This is an optimization exercise on Yosys and OpenROAD, whose aim is small area and a short achievable clock period, not a production implementation.
In this exercise RTL edits were held to simulation tests only and were not proved equivalent to the original.
The flow treats the clock pin as an ideal source. Dropping or thinning the clock tree relies on that and would not hold on a real chip.

Design UART, start of the top module:
module UART (
    input  wire CLK,        
    input  wire rst,        
    input  wire btn_0,      
    output wire UART_TX,    
    input  wire UART_RX     
);
localparam [1:0] WAIT_ACTI = 2'd0,
                 SEND_CHAR = 2'd1,
                 RDY       = 2'd2,
                 WAIT_RDY  = 2'd3;
localparam       BTN       = 1'b0,
                 PARROT    = 1'b1;
reg  [1:0] uart_state;
reg  [3:0] str_idx;
reg        send_mode;
reg        send_char;
reg  [7:0] btn_char;
wire       ready;
wire       tail;
wire [7:0] recv_data;
wire       vald_data;
wire [7:0] cur;
wire       nempty;
wire       full;
wire       vald_next;
wire       nempty_d;
wire       full_d;
reg        w_enable;
reg        r_enable;
wire       acti_d = (uart_state == WAIT_ACTI && !r_enable && !btn_0) ||
                    (uart_state == WAIT_RDY && ready && (send_mode == PARROT || str_idx == 4'd8));
always @(posedge CLK) begin
    w_enable <= vald_next && !full_d;
    r_enable <= !rst && acti_d && nempty_d;
end
always @(*) begin
    case (str_idx[2:0])
        3'd1: btn_char = 8'h02;  
        3'd2: btn_char = 8'h41;  
        3'd3: btn_char = 8'h52;  
        3'd4: btn_char = 8'h54;  
        3'd5: btn_char = 8'h59;  
        3'd6: btn_char = 8'h0D;  
        3'd7: btn_char = 8'h0A;  
        default: btn_char = 8'h03;  
    endcase
end
UART_TX_CTRL uart_tx_ctrl (
    .CLK(CLK),
    .rst(rst),
    .send(send_char),
    .data(send_mode == PARROT ? cur : btn_char),
    .ready(ready),
    .tail(tail),
    .UART_TX(UART_TX)
);
UART_RX_CTRL uart_rx_ctrl (
    .CLK(CLK),
    .rst(rst),
    .UART_RX(UART_RX),
    .recv_data(recv_data),
    .vald_data(vald_data),
    .vald_next(vald_next)
);
FIFO fifo (
    .CLK(CLK),
    .rst(rst),
    .w_enable(w_enable),
    .r_enable(r_enable),
  ...
For scale: ~2800 cells after synthesis, about 2100 flip-flops, roughly 46000 µm² of cells after synthesis.
==> module UART_TX_CTRL, before the edit <==
module UART_TX_CTRL (
    input  wire       CLK,
    input  wire       rst,
    input  wire       send,
    input  wire [7:0] data,      
    output wire       ready,
    output wire       tail,      
    output wire       UART_TX
);
localparam [1:0] RDY  = 2'b01,
                 LOAD = 2'b10,
                 SEND = 2'b11;
reg        tx_bit;
reg  [1:0] tx_state;
reg  [3:0] index;
reg  [3:0] tx_tmr;
wire       bit_done = (tx_tmr == 4'd15);
always @(posedge CLK) begin
    if (rst)
        tx_state <= RDY;
    else
    case (tx_state)
        RDY:
            if (send)
                tx_state <= LOAD;
        LOAD:
            tx_state <= SEND;
        SEND:
            if (bit_done)
                tx_state <= (index == 4'd10) ? RDY : LOAD;
        default:
            tx_state <= RDY;
    endcase
end
always @(posedge CLK) begin
    if (rst || tx_state == RDY)
        tx_tmr <= 4'd0;
    else
        tx_tmr <= tx_tmr ^ {&tx_tmr[2:0], &tx_tmr[1:0], tx_tmr[0], 1'b1};
end
always @(posedge CLK) begin
    if (rst || tx_state == RDY)
        index <= 4'd0;
    else if (tx_state == LOAD)
        index <= index ^ {&index[2:0], &index[1:0], index[0], 1'b1};
end
reg frame_bit;
always @(*) begin
    case (index)
        4'd0: frame_bit = 1'b0;
        4'd1: frame_bit = data[0];
        4'd2: frame_bit = data[1];
        4'd3: frame_bit = data[2];
        4'd4: frame_bit = data[3];
        4'd5: frame_bit = data[4];
        4'd6: frame_bit = data[5];
        4'd7: frame_bit = data[6];
        4'd8: frame_bit = data[7];
        default: frame_bit = 1'b1;
    endcase
end
always @(posedge CLK) begin
    if (rst || tx_state == RDY)
        tx_bit <= 1'b1;
    else if (tx_state == LOAD)
        tx_bit <= frame_bit;
end
assign UART_TX = tx_bit;
assign ready   = (tx_state == RDY);
assign tail    = index[3] & (index[1] | index[0]);
endmodule
==> module UART_RX_CTRL, before the edit <==
module UART_RX_CTRL (
    input  wire       CLK,
    input  wire       rst,
    input  wire       UART_RX,
    output reg  [7:0] recv_data,
    output wire       vald_data,
    output wire       vald_next    
);
localparam [2:0] WAIT_START  = 3'b001,
                 STORE_START = 3'b010,
                 STORE_DATA  = 3'b011,
                 STORE_STOP  = 3'b100,
                 STORE_LAST  = 3'b101;
reg  [2:0] rx_reg;
reg  [2:0] rx_state;
reg  [3:0] rx_tmr;
reg  [2:0] bit_count;
wire startbit_detected = rx_state[0] & rx_reg[2] & ~rx_reg[1];
wire sample_point      = (rx_tmr == 4'd0);
always @(posedge CLK) begin
    if (rst)
        rx_reg <= 3'd0;
    else
        rx_reg <= {rx_reg[1:0], UART_RX};
end
always @(posedge CLK) begin
    if (rst || startbit_detected)
        rx_tmr <= 4'd0;
    else
        rx_tmr <= rx_tmr ^ {&rx_tmr[2:0], &rx_tmr[1:0], rx_tmr[0], 1'b1};
end
always @(posedge CLK) begin
    if (rst) begin
        rx_state  <= WAIT_START;
        bit_count <= 3'd0;
    end
    else
    case (rx_state)
        WAIT_START:
            if (startbit_detected) begin
                rx_state  <= STORE_START;
                bit_count <= 3'd0;
            end
        STORE_START:
            if (sample_point)
                rx_state <= rx_reg[1] ? WAIT_START : STORE_DATA;
        STORE_DATA:
            if (sample_point) begin
                recv_data <= {rx_reg[1], recv_data[7:1]};
                if (bit_count == 3'd7)
                    rx_state <= STORE_STOP;
                else
                    bit_count <= bit_count ^ {&bit_count[1:0], bit_count[0], 1'b1};
            end
        STORE_STOP:
            if (sample_point)
                rx_state <= rx_reg[1] ? STORE_LAST : WAIT_START;
        default:
            rx_state <= WAIT_START;
    endcase
end
assign vald_data = (rx_state == STORE_LAST);
assign vald_next = !rst && (rx_state == STORE_STOP) && sample_point && rx_reg[1];
endmodule
==> module UART, before the edit <==
module UART (
    input  wire CLK,        
    input  wire rst,        
    input  wire btn_0,      
    output wire UART_TX,    
    input  wire UART_RX     
);
localparam [1:0] WAIT_ACTI = 2'd0,
                 SEND_CHAR = 2'd1,
                 RDY       = 2'd2,
                 WAIT_RDY  = 2'd3;
localparam       BTN       = 1'b0,
                 PARROT    = 1'b1;
reg  [1:0] uart_state;
reg  [3:0] str_idx;
reg        send_mode;
reg        send_char;
reg  [7:0] btn_char;
wire       ready;
wire       tail;
wire [7:0] recv_data;
wire       vald_data;
wire [7:0] cur;
wire       nempty;
wire       full;
wire       vald_next;
wire       nempty_d;
wire       full_d;
reg        w_enable;
reg        r_enable;
wire       acti_d = (uart_state == WAIT_ACTI && !r_enable && !btn_0) ||
                    (uart_state == WAIT_RDY && ready && (send_mode == PARROT || str_idx == 4'd8));
always @(posedge CLK) begin
    w_enable <= vald_next && !full_d;
    r_enable <= !rst && acti_d && nempty_d;
end
always @(*) begin
    case (str_idx[2:0])
        3'd1: btn_char = 8'h02;  
        3'd2: btn_char = 8'h41;  
        3'd3: btn_char = 8'h52;  
        3'd4: btn_char = 8'h54;  
        3'd5: btn_char = 8'h59;  
        3'd6: btn_char = 8'h0D;  
        3'd7: btn_char = 8'h0A;  
        default: btn_char = 8'h03;  
    endcase
end
UART_TX_CTRL uart_tx_ctrl (
    .CLK(CLK),
    .rst(rst),
    .send(send_char),
    .data(send_mode == PARROT ? cur : btn_char),
    .ready(ready),
    .tail(tail),
    .UART_TX(UART_TX)
);
UART_RX_CTRL uart_rx_ctrl (
    .CLK(CLK),
    .rst(rst),
    .UART_RX(UART_RX),
    .recv_data(recv_data),
    .vald_data(vald_data),
    .vald_next(vald_next)
);
FIFO fifo (
    .CLK(CLK),
    .rst(rst),
    .w_enable(w_enable),
    .r_enable(r_enable),
    .allow(uart_state == WAIT_ACTI || send_mode == BTN || tail),
    .w_data(recv_data),
    .cur(cur),
    .nempty(nempty),
    .full(full),
    .nempty_d(nempty_d),
    .full_d(full_d)
);
always @(posedge CLK) begin
    if (rst) begin
        uart_state <= WAIT_ACTI;
        send_mode  <= BTN;
    end
    else
    case (uart_state)
        WAIT_ACTI:
            if (r_enable) begin
                uart_state <= SEND_CHAR;
                send_mode  <= PARROT;
            end
            else if (btn_0) begin
                uart_state <= SEND_CHAR;
                send_mode  <= BTN;
            end
        SEND_CHAR:
            uart_state <= RDY;
        RDY:
            uart_state <= WAIT_RDY;
        WAIT_RDY:
            if (ready) begin
                if (send_mode == PARROT || str_idx == 4'd8)
                    uart_state <= WAIT_ACTI;
                else
                    uart_state <= SEND_CHAR;
            end
    endcase
end
always @(posedge CLK) begin
    if (rst || uart_state == WAIT_ACTI)
        str_idx <= 4'd0;
    else if (uart_state == SEND_CHAR)
        str_idx <= str_idx ^ {&str_idx[2:0], &str_idx[1:0], str_idx[0], 1'b1};
end
always @(posedge CLK) begin
    if (rst)
        send_char <= 1'b0;
    else
        send_char <= (uart_state == SEND_CHAR);
end
endmodule
Settings: LEC_CHECK=0, ABC_AREA=1, CAP_MARGIN=20, CORE_MARGIN=2, CORE_UTILIZATION=65, SLEW_MARGIN=20; clock period 10.0 ns.
standard.sh (not shown) runs the stock make flow with config.mk's settings and CLKGATE_MAP_FILE= SYNTH_SCRIPT=/design/flow/synth_recipe.tcl, a recipe that flattens the netlist after the stock synthesis.
==> flow/flow/run.sh <==
#!/bin/bash
# The standard layout flow (standard synthesis unchanged), with
#  - a buf_4 on each port instead of the default port buffer,
#  - clock-tree sink clusters of up to 36 flip-flops, no dummy loads,
#  - the clock tree rebuilt as four levels of inv_16 (post_cts.tcl,
#    retree.tcl): the leaf clusters of the CTS tree are kept, each now
#    driven by an inv_16; above them the clock port drives four inv_16,
#    each driving two, each driving two that drive the leaves; a leaf
#    with a flip-flop clock slew over 112 ps is split in two,
#  - timing repair aiming at a setup slack of SETUP_MARGIN ns.
set -uo pipefail
F=$(pwd)/flow
SETUP_MARGIN=${SETUP_MARGIN:-7.2}
export FANOUTS="4 2 2"
export CELLS="sky130_fd_sc_hd__inv_16 sky130_fd_sc_hd__inv_16 sky130_fd_sc_hd__inv_16"
export LEAFCELL=sky130_fd_sc_hd__inv_16
bash standard.sh \
  BUFFER_PORTS_ARGS="-buffer_cell sky130_fd_sc_hd__buf_4" \
  CTS_ARGS="-sink_clustering_enable -repair_clock_nets -sink_clustering_size 36 -sink_clustering_max_diameter 70 -dont_use_dummy_load" \
  SKIP_CTS_REPAIR_TIMING=1 POST_CTS_TCL=$F/post_cts.tcl \
  SETUP_SLACK_MARGIN=$SETUP_MARGIN \
  finish > standard.log 2>&1
Other scripts of this flow, unchanged in this note and not shown: flow/flow/post_cts.tcl, flow/flow/retree.tcl
Rerun with:
--- a/flow/design.v
+++ b/flow/design.v
@@ -1,10 +1,12 @@
 module UART_TX_CTRL (
     input  wire       CLK,
     input  wire       rst,
     input  wire       send,
-    input  wire [7:0] data,      
+    input  wire       mode,      
+    input  wire [7:0] cur,       
+    input  wire [2:0] char,      
     output wire       ready,
     output wire       tail,      
     output wire       UART_TX
 );
 localparam [1:0] RDY  = 2'b01,
@@ -42,22 +44,35 @@
     if (rst || tx_state == RDY)
         index <= 4'd0;
     else if (tx_state == LOAD)
         index <= index ^ {&index[2:0], &index[1:0], index[0], 1'b1};
 end
+reg  [7:0] btn_char;
+always @(*) begin
+    case (char)
+        3'd1: btn_char = 8'h02;  
+        3'd2: btn_char = 8'h41;  
+        3'd3: btn_char = 8'h52;  
+        3'd4: btn_char = 8'h54;  
+        3'd5: btn_char = 8'h59;  
+        3'd6: btn_char = 8'h0D;  
+        3'd7: btn_char = 8'h0A;  
+        default: btn_char = 8'h03;  
+    endcase
+end
 reg frame_bit;
 always @(*) begin
     case (index)
         4'd0: frame_bit = 1'b0;
-        4'd1: frame_bit = data[0];
-        4'd2: frame_bit = data[1];
-        4'd3: frame_bit = data[2];
-        4'd4: frame_bit = data[3];
-        4'd5: frame_bit = data[4];
-        4'd6: frame_bit = data[5];
-        4'd7: frame_bit = data[6];
-        4'd8: frame_bit = data[7];
+        4'd1: frame_bit = mode ? cur[0] : btn_char[0];
+        4'd2: frame_bit = mode ? cur[1] : btn_char[1];
+        4'd3: frame_bit = mode ? cur[2] : btn_char[2];
+        4'd4: frame_bit = mode ? cur[3] : btn_char[3];
+        4'd5: frame_bit = mode ? cur[4] : btn_char[4];
+        4'd6: frame_bit = mode ? cur[5] : btn_char[5];
+        4'd7: frame_bit = mode ? cur[6] : btn_char[6];
+        4'd8: frame_bit = mode ? cur[7] : btn_char[7];
         default: frame_bit = 1'b1;
     endcase
 end
 always @(posedge CLK) begin
     if (rst || tx_state == RDY)
@@ -99,14 +114,12 @@
         rx_tmr <= 4'd0;
     else
         rx_tmr <= rx_tmr ^ {&rx_tmr[2:0], &rx_tmr[1:0], rx_tmr[0], 1'b1};
 end
 always @(posedge CLK) begin
-    if (rst) begin
+    if (rst)
         rx_state  <= WAIT_START;
-        bit_count <= 3'd0;
-    end
     else
     case (rx_state)
         WAIT_START:
             if (startbit_detected) begin
                 rx_state  <= STORE_START;
@@ -279,11 +292,10 @@
                  PARROT    = 1'b1;
 reg  [1:0] uart_state;
 reg  [3:0] str_idx;
 reg        send_mode;
 reg        send_char;
-reg  [7:0] btn_char;
 wire       ready;
 wire       tail;
 wire [7:0] recv_data;
 wire       vald_data;
 wire [7:0] cur;
@@ -298,27 +310,17 @@
                     (uart_state == WAIT_RDY && ready && (send_mode == PARROT || str_idx == 4'd8));
 always @(posedge CLK) begin
     w_enable <= vald_next && !full_d;
     r_enable <= !rst && acti_d && nempty_d;
 end
-always @(*) begin
-    case (str_idx[2:0])
-        3'd1: btn_char = 8'h02;  
-        3'd2: btn_char = 8'h41;  
-        3'd3: btn_char = 8'h52;  
-        3'd4: btn_char = 8'h54;  
-        3'd5: btn_char = 8'h59;  
-        3'd6: btn_char = 8'h0D;  
-        3'd7: btn_char = 8'h0A;  
-        default: btn_char = 8'h03;  
-    endcase
-end
 UART_TX_CTRL uart_tx_ctrl (
     .CLK(CLK),
     .rst(rst),
     .send(send_char),
-    .data(send_mode == PARROT ? cur : btn_char),
+    .mode(send_mode),
+    .cur(cur),
+    .char(str_idx[2:0]),       
     .ready(ready),
     .tail(tail),
     .UART_TX(UART_TX)
 );
 UART_RX_CTRL uart_rx_ctrl (
After rerunning:
- The changed run completed without violations
- register-to-register slack gets worse by 0.06 ns
- clock skew came out higher by 0.013 ns
- cell area is about the same
- utilization stays flat
- setup slack gets better by 0.034 ns
- die area stays flat
- synthesized cell count hardly moves
- global-route usage increases by 2.2 points
- cell count is about the same
In every run of this note, the design's own scripts or RTL, not TritonCTS, make the clock network.

[re-timing with driven ports]
No port has a modelled driver above. Below, the same layouts with a new extraction and two added sets of constraints. Step 1, drivers: a clkbuf_16 drives CLK and a buf_2 each remaining input, both assumed. Step 2 moves the port delays by t, midway between the first and last clock arrival at a register: inputs arrive t later, outputs are due t later. That takes back most of the time a late clock gives input paths. a / b / c = no drivers / after step 1 / after step 2; a / b = the first two.
| run | t (ns) | setup slack, ns | worst setup path at the end |
|---|---|---|---|
| the first run | 0.529 | 7.239 / 7.020 / 6.986 | input to register |
| the second run | 0.522 | 7.274 / 7.054 / 6.950 | input to register |
After both steps every run listed still meets setup and hold. The setup slack of the second run, which loses most, moves by -0.220 ns with the drivers and by -0.324 ns with both steps.
